Background: an optimization exercise with open tools, aiming at small area and a short achievable clock period. Do not read the settings as production practice. Only simulation tests tie the RTL to the original design; equivalence was not proved. No activity file was given, so power comes from the tool's default toggle rates.

<file path="design/flow/run.sh">
#!/bin/bash
# synth_recipe.tcl (not shown) runs the flow's synth.tcl, then flattens the netlist and writes it again
# the make line also repeats each setting of config.mk as NAME=value (left out here)
make -C /OpenROAD-flow-scripts/flow DESIGN_CONFIG=/design/flow/config.mk WORK_HOME=/design/flow/orfs CLKGATE_MAP_FILE= SYNTH_SCRIPT=/design/flow/synth_recipe.tcl finish
</file>
<file path="design/flow/config.mk">
export PLATFORM = sky130hd
export DESIGN_NAME = processor_top
export DESIGN_NICKNAME = processor_top
export VERILOG_FILES = /design/flow/design.v
export SDC_FILE = /design/flow/constraint.sdc
export NUM_CORES = 4
export LEC_CHECK = 0
export CAP_MARGIN = 20
export CORE_MARGIN = 2
export CORE_UTILIZATION = 40
export SLEW_MARGIN = 20
</file>
<file path="design/flow/constraint.sdc">
create_clock -name core_clock -period 8.0 [get_ports {clk}]
set_input_delay 1.6000 -clock core_clock [delete_from_list [all_inputs] [get_ports {clk}]]
set_output_delay 1.6000 -clock core_clock [all_outputs]
set_load 0.01 [all_outputs]
</file>
<file path="design/flow/design.v">
`timescale 1ns / 1ps
module alu (
input [7:0] op_a,
input [7:0] op_b,
input [3:0] alu_op,
output reg [7:0] res,
output reg [7:0] ext_res,
output reg cb_out
);
parameter ALU_NOP = 4'b0000;
parameter ALU_ADD = 4'b0001;
parameter ALU_SUB = 4'b0010;
parameter ALU_MUL = 4'b0011;
parameter ALU_LSL = 4'b0100;
parameter ALU_LSR = 4'b0101;
parameter ALU_CIR = 4'b0110;
parameter ALU_CIL = 4'b0111;
parameter ALU_ASR = 4'b1000;
parameter ALU_AND = 4'b1001;
parameter ALU_XOR = 4'b1010;
parameter ALU_CMP = 4'b1011;
parameter ALU_INC = 4'b1100;
parameter ALU_DEC = 4'b1101;
parameter ALU_PASS_B = 4'b1110;
wire [8:0] add_tmp;
assign add_tmp = {1'b0, op_a} + {1'b0, op_b};
always @(*) begin
res = 8'b0;
ext_res = 8'b0;
cb_out = 1'b0;
case (alu_op)
ALU_ADD: begin
res = add_tmp[7:0];
cb_out = add_tmp[8];
end
ALU_SUB: begin
res = op_a - op_b;
cb_out = (op_b > op_a);
end
ALU_MUL: begin
{ext_res, res} = op_a * op_b;
end
ALU_LSL: begin
res = op_a << 1;
end
ALU_LSR: begin
  res = op_a >> 1;
end
ALU_CIR: begin
res = {op_a[0], op_a[7:1]};
end
ALU_CIL: begin
res = {op_a[6:0], op_a[7]};
end
ALU_ASR: begin
res = {op_a[7], op_a[7:1]};
end
ALU_AND: begin
res = op_a & op_b;
end
ALU_XOR: begin
res = op_a ^ op_b;
end
ALU_CMP: begin
res = op_a;
cb_out = (op_a < op_b);
end
ALU_INC: begin
res = op_a + 1;
cb_out = (op_a == 8'b11111111);
end
ALU_DEC: begin
res = op_a - 1;
cb_out = (op_a == 8'b00000000);
end
ALU_PASS_B: begin
res = op_b;
end
default: begin
res = op_a;
ext_res = 8'b0;
cb_out = 1'b0;
end
endcase
end
endmodule
`timescale 1ns / 1ps
module control_unit (
input clk,
input rst,
input [7:0] instr,
input cb_in,
output reg rf_we,
output reg [3:0] alu_op,
output reg pc_load,
output reg pc_inc,
output reg acc_we,
output reg ext_we,
output reg cb_we,
output reg halt
);
parameter OP_NOP = 8'b00000000;
parameter OP_LSL_ACC = 8'b00000001;
parameter OP_LSR_ACC = 8'b00000010;
parameter OP_CIR_ACC = 8'b00000011;
parameter OP_CIL_ACC = 8'b00000100;
parameter OP_ASR_ACC = 8'b00000101;
parameter OP_INC_ACC = 8'b00000110;
parameter OP_DEC_ACC = 8'b00000111;
parameter OP_HLT = 8'b11111111;
parameter OP4_ADD_RI = 4'b0001;
parameter OP4_SUB_RI = 4'b0010;
parameter OP4_MUL_RI = 4'b0011;
parameter OP4_AND_RI = 4'b0101;
parameter OP4_XRA_RI = 4'b0110;
parameter OP4_CMP_RI = 4'b0111;
parameter OP4_BR = 4'b1000;
parameter OP4_MOV_ACC_RI = 4'b1001;
parameter OP4_MOV_RI_ACC = 4'b1010;
parameter OP4_RET = 4'b1011;
parameter ALU_NOP = 4'b0000;
parameter ALU_ADD = 4'b0001;
parameter ALU_SUB = 4'b0010;
parameter ALU_MUL = 4'b0011;
parameter ALU_LSL = 4'b0100;
parameter ALU_LSR = 4'b0101;
parameter ALU_CIR = 4'b0110;
parameter ALU_CIL = 4'b0111;
parameter ALU_ASR = 4'b1000;
parameter ALU_AND = 4'b1001;
parameter ALU_XOR = 4'b1010;
parameter ALU_CMP = 4'b1011;
parameter ALU_INC = 4'b1100;
parameter ALU_DEC = 4'b1101;
parameter ALU_PASS_B = 4'b1110;
wire [3:0] op4 = instr[7:4];
always @(*) begin
rf_we = 1'b0;
alu_op = ALU_NOP;
pc_load = 1'b0;
pc_inc = 1'b0;
acc_we = 1'b0;
ext_we = 1'b0;
cb_we = 1'b0;
halt = 1'b0;
case (instr)
OP_NOP:
pc_inc = 1'b1;
OP_LSL_ACC: begin
alu_op = ALU_LSL;
acc_we = 1'b1;
pc_inc = 1'b1;
end
OP_LSR_ACC: begin
alu_op = ALU_LSR;
acc_we = 1'b1;
pc_inc = 1'b1;
end
OP_CIR_ACC: begin
alu_op = ALU_CIR;
acc_we = 1'b1;
pc_inc = 1'b1;
end
OP_CIL_ACC: begin
alu_op = ALU_CIL;
acc_we = 1'b1;
pc_inc = 1'b1;
end
OP_ASR_ACC: begin
alu_op = ALU_ASR;
acc_we = 1'b1;
pc_inc = 1'b1;
end
OP_INC_ACC: begin
alu_op = ALU_INC;
acc_we = 1'b1;
cb_we = 1'b1;
pc_inc = 1'b1;
end
OP_DEC_ACC: begin
alu_op = ALU_DEC;
acc_we = 1'b1;
cb_we = 1'b1;
pc_inc = 1'b1;
end
OP_HLT: begin
halt = 1'b1;
pc_inc = 1'b0;
end
default: begin
case (op4)
OP4_ADD_RI: begin
alu_op = ALU_ADD;
acc_we = 1'b1;
cb_we = 1'b1;
pc_inc = 1'b1;
end
OP4_SUB_RI: begin
alu_op = ALU_SUB;
acc_we = 1'b1;
cb_we = 1'b1;
pc_inc = 1'b1;
end
OP4_MUL_RI: begin
alu_op = ALU_MUL;
acc_we = 1'b1;
ext_we = 1'b1;
pc_inc = 1'b1;
end
OP4_AND_RI: begin
alu_op = ALU_AND;
acc_we = 1'b1;
  pc_inc = 1'b1;
end
OP4_XRA_RI: begin
alu_op = ALU_XOR;
acc_we = 1'b1;
pc_inc = 1'b1;
end
OP4_CMP_RI: begin
alu_op = ALU_CMP;
cb_we = 1'b1;
pc_inc = 1'b1;
end
OP4_BR: begin
if (cb_in == 1'b1) begin
pc_load = 1'b1;
pc_inc = 1'b0;
end else begin
pc_load = 1'b0;
pc_inc = 1'b1;
end
end
OP4_MOV_ACC_RI: begin
alu_op = ALU_PASS_B;
acc_we = 1'b1;
pc_inc = 1'b1;
end
OP4_MOV_RI_ACC: begin
rf_we = 1'b1;
pc_inc = 1'b1;
end
OP4_RET: begin
pc_load = 1'b1;
pc_inc = 1'b0;
end
default:
pc_inc = 1'b1;
endcase
end
endcase
if (halt)
pc_inc = 1'b0;
end
endmodule
`timescale 1ns / 1ps
module program_counter (
input clk,
input rst,
input load,
input inc,
input [4:0] adr_in,
output reg [4:0] pc
);
always @(posedge clk or posedge rst) begin
if (rst)
pc <= 5'b00000;
else begin
if (load)
pc <= adr_in;
else if (inc)
pc <= pc + 1;
end
end
endmodule
`timescale 1ns / 1ps
module register_file (
input clk,
input rst,
input [3:0] r_adr,
input [3:0] w_adr,
input [7:0] w_data,
input we,
output [7:0] r_data
);
reg [7:0] regs [0:15];
assign r_data = regs[r_adr];
integer i;
always @(posedge clk or posedge rst) begin
if (rst)
for (i = 0; i < 16; i = i + 1)
regs[i] <= i;
else if (we)
regs[w_adr] <= w_data;
end
endmodule
`timescale 1ns / 1ps
module processor_top (
input clk,
input rst,
input [7:0] instr_in,
output [4:0] pc_out,
output [7:0] acc_out,
output [7:0] ext_out,
output cb_out,
output halt_out
);
wire [4:0] pc_adr;
wire [7:0] instr;
wire [3:0] rf_adr;
wire [4:0] br_adr;
wire [7:0] rf_data;
wire [7:0] alu_res;
wire [7:0] alu_ext;
wire [3:0] alu_op_s;
wire alu_cb;
wire rf_we_s;
wire pc_load_s;
wire pc_inc_s;
wire acc_we_s;
wire ext_we_s;
wire cb_we_s;
wire halt_s;
reg [7:0] acc;
reg [7:0] ext;
reg cb;
program_counter pc0 (
.clk(clk),
.rst(rst),
.load(pc_load_s),
.inc(pc_inc_s),
.adr_in(br_adr),
.pc(pc_adr)
);
assign pc_out = pc_adr;
assign instr = instr_in;
assign rf_adr = instr[3:0];
register_file rf0 (
.clk(clk),
.rst(rst),
.r_adr(rf_adr),
.w_adr(rf_adr),
.w_data(acc),
.we(rf_we_s),
.r_data(rf_data)
);
alu alu0 (
.op_a(acc),
.op_b(rf_data),
.alu_op(alu_op_s),
.res(alu_res),
.ext_res(alu_ext),
.cb_out(alu_cb)
);
assign br_adr = instr[3:0];
control_unit cu0 (
.clk(clk),
.rst(rst),
.instr(instr),
.cb_in(cb),
.rf_we(rf_we_s),
.alu_op(alu_op_s),
.pc_load(pc_load_s),
.pc_inc(pc_inc_s),
.acc_we(acc_we_s),
.ext_we(ext_we_s),
.cb_we(cb_we_s),
.halt(halt_s)
);
always @(posedge clk or posedge rst) begin
if (rst) begin
acc <= 8'b0;
ext <= 8'b0;
cb <= 1'b0;
end else begin
if (acc_we_s)
acc <= alu_res;
if (ext_we_s)
ext <= alu_ext;
if (cb_we_s)
cb <= alu_cb;
end
end
assign halt_out = halt_s;
assign acc_out = acc;
assign ext_out = ext;
assign cb_out = cb;
endmodule
</file>
==> results.tsv <==
metric	value	unit
hold_start	rf0.regs[1][0]	
drv_cap	0	
ff2ff_path_depth	19	
worstPathArrival	7.72	ns
area_growth	12.77	%
grt_overflow	0	
final_util	45.46	%
layout_commonest_cell	nand2_1	
grt_pass1_wl	49920	um
routabilityCongestion	0.9657	
syn_nets	1278	
hold_class	flop to flop	
htree_levels	4	
fin_area	0.01175	sq mm
antenna_found_initial	0	
syn_avg_cell_area	8.917	sq um
dpl_cell_area	0.01116	sq mm
min_period	7.403	ns
grt_max_degree	90	
finalMaxSlewViolations	0	
drc_errors	0	
ys_types	78	
path_class	input port to flop	
cts_root_buf	clkbuf_16	
io_pins	33	
syn_area	0.01041	sq mm
rsz0062_at_grt	no	
netlist_instances	1168	
rows	59	
layout_common_cells	nand2_1, o21ai_0, dfrtp_1, nor2_1, inv_1	
initial_utilization	40.31	%
avgViaCountPerCell	5.732	
antenna_left	0	
hpwl	22680	um
fmax	0.1351	GHz
worst_pin_slew	1.151	ns
timing.setup.tns	0	ns
finalPower	0.003347	W
cts_resized	0	
skew	0.01341	ns
synth_edf_count	0	
final-setup-viol-count	0	
routed_wl	31690	um
first_pass_iters	5	
dr_total_vias	8759	
synthArstFlopShare	100.0	%
status	finished clean	
fin_crit_sh	92.54	%
r2r-start	rf0.regs[15][7]	
hold_viol_final	0	
grt_pass1_vias	8536	
leakage	5.200	nW
die-area	0.02734	sq mm
r2r_slack	2.23	ns
synth.yosys.warnings	6	
ir_drop	0.2498	mV
cts_tree	done	
end_kind	flop	
holdPathStages	2	
clkLatencyLatePin	0.44	ns
antenna_cells	0	
grt_usage	24.42	%
wl_per_cell	20.74	um
slew_headroom	22.67	%
post-cts-setup-buffers	0	
port_buffers	32	
worst-endpoint-required	8.32	ns
clock_sinks	150	
hold-path-endpoint	rf0.regs[1][0]	
drtIter0Drc	817	
cp_max_fo	42	
postCtsHoldBufs	0	
timing.rr.end	acc[7]	
fin_nets	1290	
synth-seq-cells	150	
core	0.02584	sq mm
ys.flop_type	dfrtp_1	
die_w	165.4	um
numCtsBuffers	17	
ys_seq_area_share	36.42	%
cts.clk_slew.worst_paths	0.07	ns
start_kind	input port	
powerDensity	285.0	mW/mm^2
drive_above_1_share	12.57	%
die_h	165.4	um
cts_buffer_depth	2	
worst max path at each step:
stage | start | endpoint | cells past startpoint
finish | instr_in[1] | acc[7] | 21
global route | instr_in[1] | ext[7] | 22
CTS | instr_in[1] | acc[7] | 21
detailed placement | instr_in[0] | acc[7] | 24
global placement | instr_in[0] | acc[7] | 24
floorplan | instr_in[0] | ext[7] | 25
cell families after synthesis:
family	Yosys count	share of synthesized area (%)
AO/OA/AOI/OAI	304	18.75
adder cells (fa/ha/maj)	100	14.82
multiplexers	44	5.106
AND/OR/NAND/NOR	382	16.58
XOR/XNOR	28	2.355
buffers and inverters	160	5.959
flip-flops	150	36.42
report_power, final:
group | total (W) | leakage [nW] | switching (W) | internal [W]
clock | 0.000811 | 0.289 | 0.000356 | 0.000455
sequential | 0.00105 | 1.92 | 0.000153 | 0.000896
combinational | 0.00149 | 2.99 | 0.000877 | 0.000610
cells in the mapped netlist (all sizes together) (17+ instances only):
master	instances	area share (%)
a21oi	35	1.7
buf	17	0.80
clkbuf	57	2.1
dfrtp	118	28
dfstp	32	8.1
fa	39	7.5
ha	61	7.3
inv	81	2.9
mux2	33	3.6
nand2	171	6.2
nor2	98	3.5
nor2b	18	1.1
nor3	22	1.1
o21ai	137	6.6
xnor2	21	1.8
per-stage QoR:
step / cells / hold slack [ns] / setup slack [ns]
after global placement: 1496 / 0.4575 / 0.2555
after global routing: 1528 / 0.4953 / 0.2762
final: 1528 / 0.4795 / 0.5972
after CTS: 1528 / 0.4835 / 0.6297
after detailed placement: 1496 / 0.4683 / 0.2152
after floorplan: 1168 / 0.4418 / 0.8139
critical path, stage by stage:
cell,delay (ns)
clkdlybuf4s50_1,0.50
buf_12,0.22
nor2b_1,0.38
a22o_1,0.22
a22oi_1,0.07
a311oi_1,0.62
nand2_1,0.15
fa_1,0.50
fa_1,0.56
inv_1,0.06
fa_1,0.54
inv_1,0.06
fa_1,0.53
inv_1,0.04
ha_1,0.32
o21a_1,0.13
o31a_1,0.18
a21oi_1,0.10
a222oi_1,0.35
o211ai_1,0.13
o41a_1,0.42
per-layer routing:
layer,wire length (um),track usage [%],vias up
li1,-,-,4086
met1,14650,34.33,4296
met2,14130,37.27,307
met3,1934,5.120,70
met4,982,8.777,0
met5,0,0,-
flip-flops by register name (all words and copies together) (netlist names):
register and count:
rf0.regs 128, ext 8, cb 1, acc 8, pc0.pc 5
final cells by class:
class / count / area, sq um
Clock buffer: 19 / 452.9
Inverter: 86 / 327.8
Sequential cell: 150 / 3794
Multi-Input combinational cell: 858 / 6001
Clock inverter: 13 / 135.1
Tap cell: 335 / 419.2
Timing Repair Buffer: 67 / 615.6
Fill cell: 2546 / 14090

## port drivers added, routing unchanged
The flow's constraints put no driver on any port. The routed layout listed below was extracted and timed again, unchanged, in two steps. Step 1 assumes that a clkbuf_16 drives the clock port and a buf_2 every other input. Step 2, shift: input delay + t, output delay - t, t = (earliest + latest rising clock arrival at the registers) / 2. This alone moves slack from input paths to output paths. a / b / c = ideal ports / drivers / drivers and shift; a / b = the first two.
t, ns: 0.475
slack for setup (ns): 0.597 / 0.620 / 0.145
worst hold slack (ns): 0.479 / 0.479 / 0.479
worst setup path after step 2: input to register
pins driven straight from the clock port: 1
After both steps setup and hold are still met in this run. For this run, drivers alone change the setup slack by +0.023 ns; drivers and shift together by -0.452 ns.
